This is an optimization exercise on Yosys and OpenROAD, whose aim is small area and a short achievable clock period, not a production implementation. The RTL was checked by simulation tests, not by an equivalence proof against the original design.

== maple ==
Design sig_altmult_add, start of the top module:
module sig_altmult_add
(
	input signed [15:0] dataa, datab, datac, datad,
	input 		clock, aclr,
	output reg 	[32:0] result
);
For scale: about 210 flip-flops, roughly 99 I/O pins, ~0.016 mm2 of cells after synthesis.
clock: 7.0 ns
lec_check: 0
cap_margin: 20
core_margin: 2
core_utilization: 40
setup_slack_margin: 3.8
slew_margin: 20
standard.sh (not shown) runs the stock make flow with config.mk's settings and CLKGATE_MAP_FILE= SYNTH_SCRIPT=/design/flow/synth_recipe.tcl, a recipe that flattens the netlist after the stock synthesis.
==> flow/flow/run.sh <==
#!/bin/bash
set -uo pipefail
here=$(pwd)
bash standard.sh "SYNTH_ARGS=-noabc" \
  "BUFFER_PORTS_ARGS=-buffer_cell sky130_fd_sc_hd__buf_1" \
  "POST_FLOORPLAN_TCL=$here/flow/upsize.tcl" finish > run_make.log 2>&1
status=$?
tail -20 run_make.log
exit $status
==> flow/flow/upsize.tcl <==
foreach inst [get_cells -quiet {a_r* c_r* m0_* m1_*}] {
  if {[get_property [get_lib_cells -of_objects $inst] name] == "sky130_fd_sc_hd__dfxtp_1"} {
    replace_cell $inst sky130_fd_sc_hd__dfxtp_4
  }
}
Input changes introduced in tundra (baseline for comparison: maple):
# maple
export LEC_CHECK = 0
export CAP_MARGIN = 20
export CORE_MARGIN = 2
export CORE_UTILIZATION = 40
export SETUP_SLACK_MARGIN = 3.8
export SLEW_MARGIN = 20
create_clock -name core_clock -period 7.0 [get_ports {clock}]
# tundra
export LEC_CHECK = 0
export CAP_MARGIN = 20
export CORE_MARGIN = 2
export CORE_UTILIZATION = 40
export CTS_BUF_LIST = sky130_fd_sc_hd__clkbuf_8
export CTS_CLUSTER_DIAMETER = 60
export CTS_CLUSTER_SIZE = 16
export SETUP_SLACK_MARGIN = 4.05
export SLEW_MARGIN = 20
create_clock -name core_clock -period 7.0 [get_ports {clock}]
==> comparison <==
tundra vs maple: non-clock buffer count up. Higher flip-flop and latch share of the layout cell area among maple and tundra: maple. tundra vs maple — maximum clock frequency rose about 2.7%.
Relative to tundra, the following input files were edited for delta:
# tundra
export LEC_CHECK = 0
export CAP_MARGIN = 20
export CORE_MARGIN = 2
export CORE_UTILIZATION = 40
export CTS_BUF_LIST = sky130_fd_sc_hd__clkbuf_8
export CTS_CLUSTER_DIAMETER = 60
export CTS_CLUSTER_SIZE = 16
export SETUP_SLACK_MARGIN = 4.05
export SLEW_MARGIN = 20
create_clock -name core_clock -period 7.0 [get_ports {clock}]
# delta
export LEC_CHECK = 0
export CAP_MARGIN = 20
export CORE_MARGIN = 2
export CORE_UTILIZATION = 40
export SETUP_SLACK_MARGIN = 3.95
export SLEW_MARGIN = 20
create_clock -name core_clock -period 7.0 [get_ports {clock}]
==> flow/flow/upsize.tcl <==
foreach inst [get_cells -quiet {a_r* c_r* m0_* m1_*}] {
  if {[get_property [get_lib_cells -of_objects $inst] name] == "sky130_fd_sc_hd__dfxtp_1"} {
    replace_cell $inst sky130_fd_sc_hd__dfxtp_2
  }
}
## What came out
Summary of delta over tundra: overall die width was more or less identical, final design area excluding fillers went down by about 3.3%, routability congestion estimate from global placement went up by 0.012.
Effective utilization at floorplan: tundra vs delta identical
delta ended up with met5 as its top routing layer in use; tundra ended up with met4.
tundra → delta: post-route met1 wirelength level, maximum frequency increased by about 0.7% relative to the old numbers, required time of the critical path -0.07 ns, post-synthesis to final-layout area growth -3.8 points, final worst-path setup slack went up 0.023 ns.
In the reports for tundra and delta, the smaller area used by sequential logic in the layout belongs to delta.

try-zinc:
Starting RTL as in the previous note.
clock: 7.0 ns
lec_check: 0
cap_margin: 20
core_margin: 2
core_utilization: 40
cts_buf_list: sky130_fd_sc_hd__clkbuf_8
cts_cluster_diameter: 60
cts_cluster_size: 16
setup_slack_margin: 3.95
slew_margin: 20
tns_end_percent: 10
==> flow/flow/upsize.tcl <==
foreach inst [get_cells -quiet {a_r* c_r* m0_* m1_*}] {
  if {[get_property [get_lib_cells -of_objects $inst] name] == "sky130_fd_sc_hd__dfxtp_1"} {
    replace_cell $inst sky130_fd_sc_hd__dfxtp_4
  }
}
Scripts as last shown in full above: flow/flow/run.sh
Input changes introduced in try-harbor (baseline for comparison: try-zinc):
- a deleted TNS_END_PERCENT that had been 10
- a deleted CTS_CLUSTER_DIAMETER that had been 60
- a deleted CTS_BUF_LIST that had been sky130_fd_sc_hd__clkbuf_8
- a change of CORE_UTILIZATION from 40 to 55
- a deleted CTS_CLUSTER_SIZE that had been 16
### Flow results
Diff try-zinc -> try-harbor: number of buffers added by the clock tree synthesis step now larger; worst-case setup margin in the final layout now larger. The period utilization in try-harbor was lower than what try-zinc gave. Weighted congestion reported at the end of routability-driven placement: try-zinc vs try-harbor — no meaningful difference. Register cell area after layout of try-harbor is on par with try-zinc. Looking at final critical-path required period across both flows, try-harbor is the stronger of the two, with try-zinc trailing. try-harbor vs try-zinc, destination of the critical timing path: s_r[26] vs s_r[19].
Setup changes, try-harbor to try-garnet
- CTS_CLUSTER_DIAMETER newly set to 100
- CTS_CLUSTER_SIZE newly set to 28
- CORE_UTILIZATION changed from 55 to 40
- CTS_BUF_LIST newly set to sky130_fd_sc_hd__clkbuf_16
==> comparison <==
- [compare] base=try-harbor new=try-garnet: maximum frequency higher; number of CTS-inserted buffers now smaller.
- Across both runs, required time of the critical path was lower for try-garnet than for try-harbor.
- try-garnet ended up with a higher post-route non-filler standard cell count than try-harbor did.
- Re count of non-CTS buffers in the layout: try-harbor was higher than try-garnet.
- Summary of try-garnet over try-harbor: iteration-0 DRC count of the detailed router +229; share of the core filled with cells in the final layout -18 points; slack of the critical path +54 ps; die outline width +17%; global routing usage on met1 -14 points.

Setup of fjord:
sig_altmult_add, a different RTL version from the one above (not shown whole).
Size: about 1,600 cells after synthesis, ~99 I/O pins.
Settings: LEC_CHECK=0, CAP_MARGIN=20, CORE_MARGIN=2, CORE_UTILIZATION=40, CTS_BUF_LIST=sky130_fd_sc_hd__clkbuf_16, CTS_CLUSTER_DIAMETER=120, CTS_CLUSTER_SIZE=33, SETUP_SLACK_MARGIN=3.95, SLEW_MARGIN=20; clock period 7.0 ns.
Scripts as last shown in full above: flow/flow/run.sh, flow/flow/upsize.tcl
[inputs] cedar vs fjord
# fjord
export LEC_CHECK = 0
export CAP_MARGIN = 20
export CORE_MARGIN = 2
export CORE_UTILIZATION = 40
export CTS_BUF_LIST = sky130_fd_sc_hd__clkbuf_16
export CTS_CLUSTER_DIAMETER = 120
export CTS_CLUSTER_SIZE = 33
export SETUP_SLACK_MARGIN = 3.95
export SLEW_MARGIN = 20
create_clock -name core_clock -period 7.0 [get_ports {clock}]
# cedar
export LEC_CHECK = 0
export CAP_MARGIN = 20
export CORE_MARGIN = 2
export CORE_UTILIZATION = 40
export CTS_BUF_LIST = sky130_fd_sc_hd__clkbuf_16
export CTS_CLUSTER_DIAMETER = 100
export CTS_CLUSTER_SIZE = 28
export SETUP_SLACK_MARGIN = 4.0
export SLEW_MARGIN = 20
create_clock -name core_clock -period 7.0 [get_ports {clock}]
Results
Filler cell count in the final layout ended up about 1.2% lower on cedar than on fjord. A timing startpoint of the critical path of t_r[35]$_DFF_P_ is what fjord shows, while a_r[12]$_DFF_P_ belongs to cedar. Multi-input combinational cell area (cedar vs. fjord) increases slightly. Diff fjord -> cedar: sequential share of layout area fell 0.48 points, number of cells upsized or downsized after cts grew by 11. cedar against fjord: number of buffers inserted for hold repair after clock tree synthesis flat. Compared to fjord, cedar has buffer share of cell area 0.80 points higher. Number of clock buffers inserted by TritonCTS: cedar > fjord.
Input-level comparison between nickel and cedar:
# cedar
export LEC_CHECK = 0
export CAP_MARGIN = 20
export CORE_MARGIN = 2
export CORE_UTILIZATION = 40
export CTS_BUF_LIST = sky130_fd_sc_hd__clkbuf_16
export CTS_CLUSTER_DIAMETER = 100
export CTS_CLUSTER_SIZE = 28
export SETUP_SLACK_MARGIN = 4.0
export SLEW_MARGIN = 20
create_clock -name core_clock -period 7.0 [get_ports {clock}]
# nickel
export LEC_CHECK = 0
export CAP_MARGIN = 20
export CORE_MARGIN = 2
export CORE_UTILIZATION = 40
export CTS_BUF_LIST = sky130_fd_sc_hd__clkbuf_8
export CTS_CLUSTER_DIAMETER = 60
export CTS_CLUSTER_SIZE = 16
export SETUP_SLACK_MARGIN = 3.95
export SLEW_MARGIN = 20
create_clock -name core_clock -period 7.0 [get_ports {clock}]
Findings:
Per the final summary, nickel finished and its layout is clean on timing, DRC and antenna.
Higher area growth from synthesis to layout goes to cedar over nickel.
Diff cedar -> nickel: violation count after the first detailed-route iteration now larger, maximum frequency comparable.
Between cedar and nickel, the number of standard cells in the layout, taps in and fillers out does not differ in any meaningful way.
Compared to cedar, the router laid down more metal wire for nickel.
Number of gates on the worst path with buffers counted ends up higher on nickel.
Cell area | nickel vs cedar | nickel smaller
> inputs changed (nickel -> xenon)
# nickel
export LEC_CHECK = 0
export CAP_MARGIN = 20
export CORE_MARGIN = 2
export CORE_UTILIZATION = 40
export CTS_BUF_LIST = sky130_fd_sc_hd__clkbuf_8
export CTS_CLUSTER_DIAMETER = 60
export CTS_CLUSTER_SIZE = 16
export SETUP_SLACK_MARGIN = 3.95
export SLEW_MARGIN = 20
create_clock -name core_clock -period 7.0 [get_ports {clock}]
# xenon
export LEC_CHECK = 0
export CAP_MARGIN = 20
export CORE_MARGIN = 2
export CORE_UTILIZATION = 40
export CTS_BUF_LIST = sky130_fd_sc_hd__clkbuf_16
export CTS_CLUSTER_DIAMETER = 100
export CTS_CLUSTER_SIZE = 28
export PLACE_DENSITY = 0.8
export SETUP_SLACK_MARGIN = 3.95
export SLEW_MARGIN = 20
create_clock -name core_clock -period 7.0 [get_ports {clock}]
Findings:
Sort nickel and xenon by insertion delay to the later sink of the worst-skew pair, ascending, and xenon comes first.
Relative area of non-clock buffer cells in the final design was higher in xenon than in nickel.
| fmax | xenon vs nickel | 4.8 MHz lower |

afterwards: timing with drivers on the ports:
No port has a modelled driver above. Below, the same layouts with a new extraction and two added sets of constraints. Step 1 assumes that a clkbuf_16 drives the clock port and a buf_2 every other input. Step 2 adds t to the input delays and takes it off the output delays; t is the mean of the earliest and latest rising clock arrival at the registers after step 1. Input paths then give back, and output paths get back, about the clock's delay inside the block. Slacks: ideal / step 1 / step 2; pairs: ideal / step 1.
| run | t, ns | setup slack, ns | latest minus earliest clock arrival (ns) | cell pins on the clock port's net |
|---|---|---|---|---|
| maple | 0.577 | 3.836 / 3.836 / 3.836 | 0.014 / 0.013 | 1 |
| tundra | 0.610 | 3.919 / 3.919 / 3.919 | 0.029 / 0.028 | 1 |
| delta | 0.571 | 3.942 / 3.942 / 3.942 | 0.013 / 0.013 | 1 |
| try-zinc | 0.606 | 3.851 / 3.851 / 3.851 | 0.025 / 0.024 | 1 |
| try-harbor | 0.587 | 3.889 / 3.889 / 3.889 | 0.015 / 0.015 | 1 |
| try-garnet | 0.541 | 3.943 / 3.943 / 3.943 | 0.026 / 0.026 | 1 |
| fjord | 0.536 | 4.026 / 4.026 / 4.026 | 0.028 / 0.029 | 1 |
| cedar | 0.544 | 4.053 / 4.053 / 4.053 | 0.031 / 0.032 | 1 |
| nickel | 0.644 | 4.045 / 4.045 / 4.045 | 0.019 / 0.020 | 1 |
| xenon | 0.544 | 4.003 / 4.003 / 4.003 | 0.018 / 0.018 | 1 |
After both steps setup and hold are still met in every run listed.
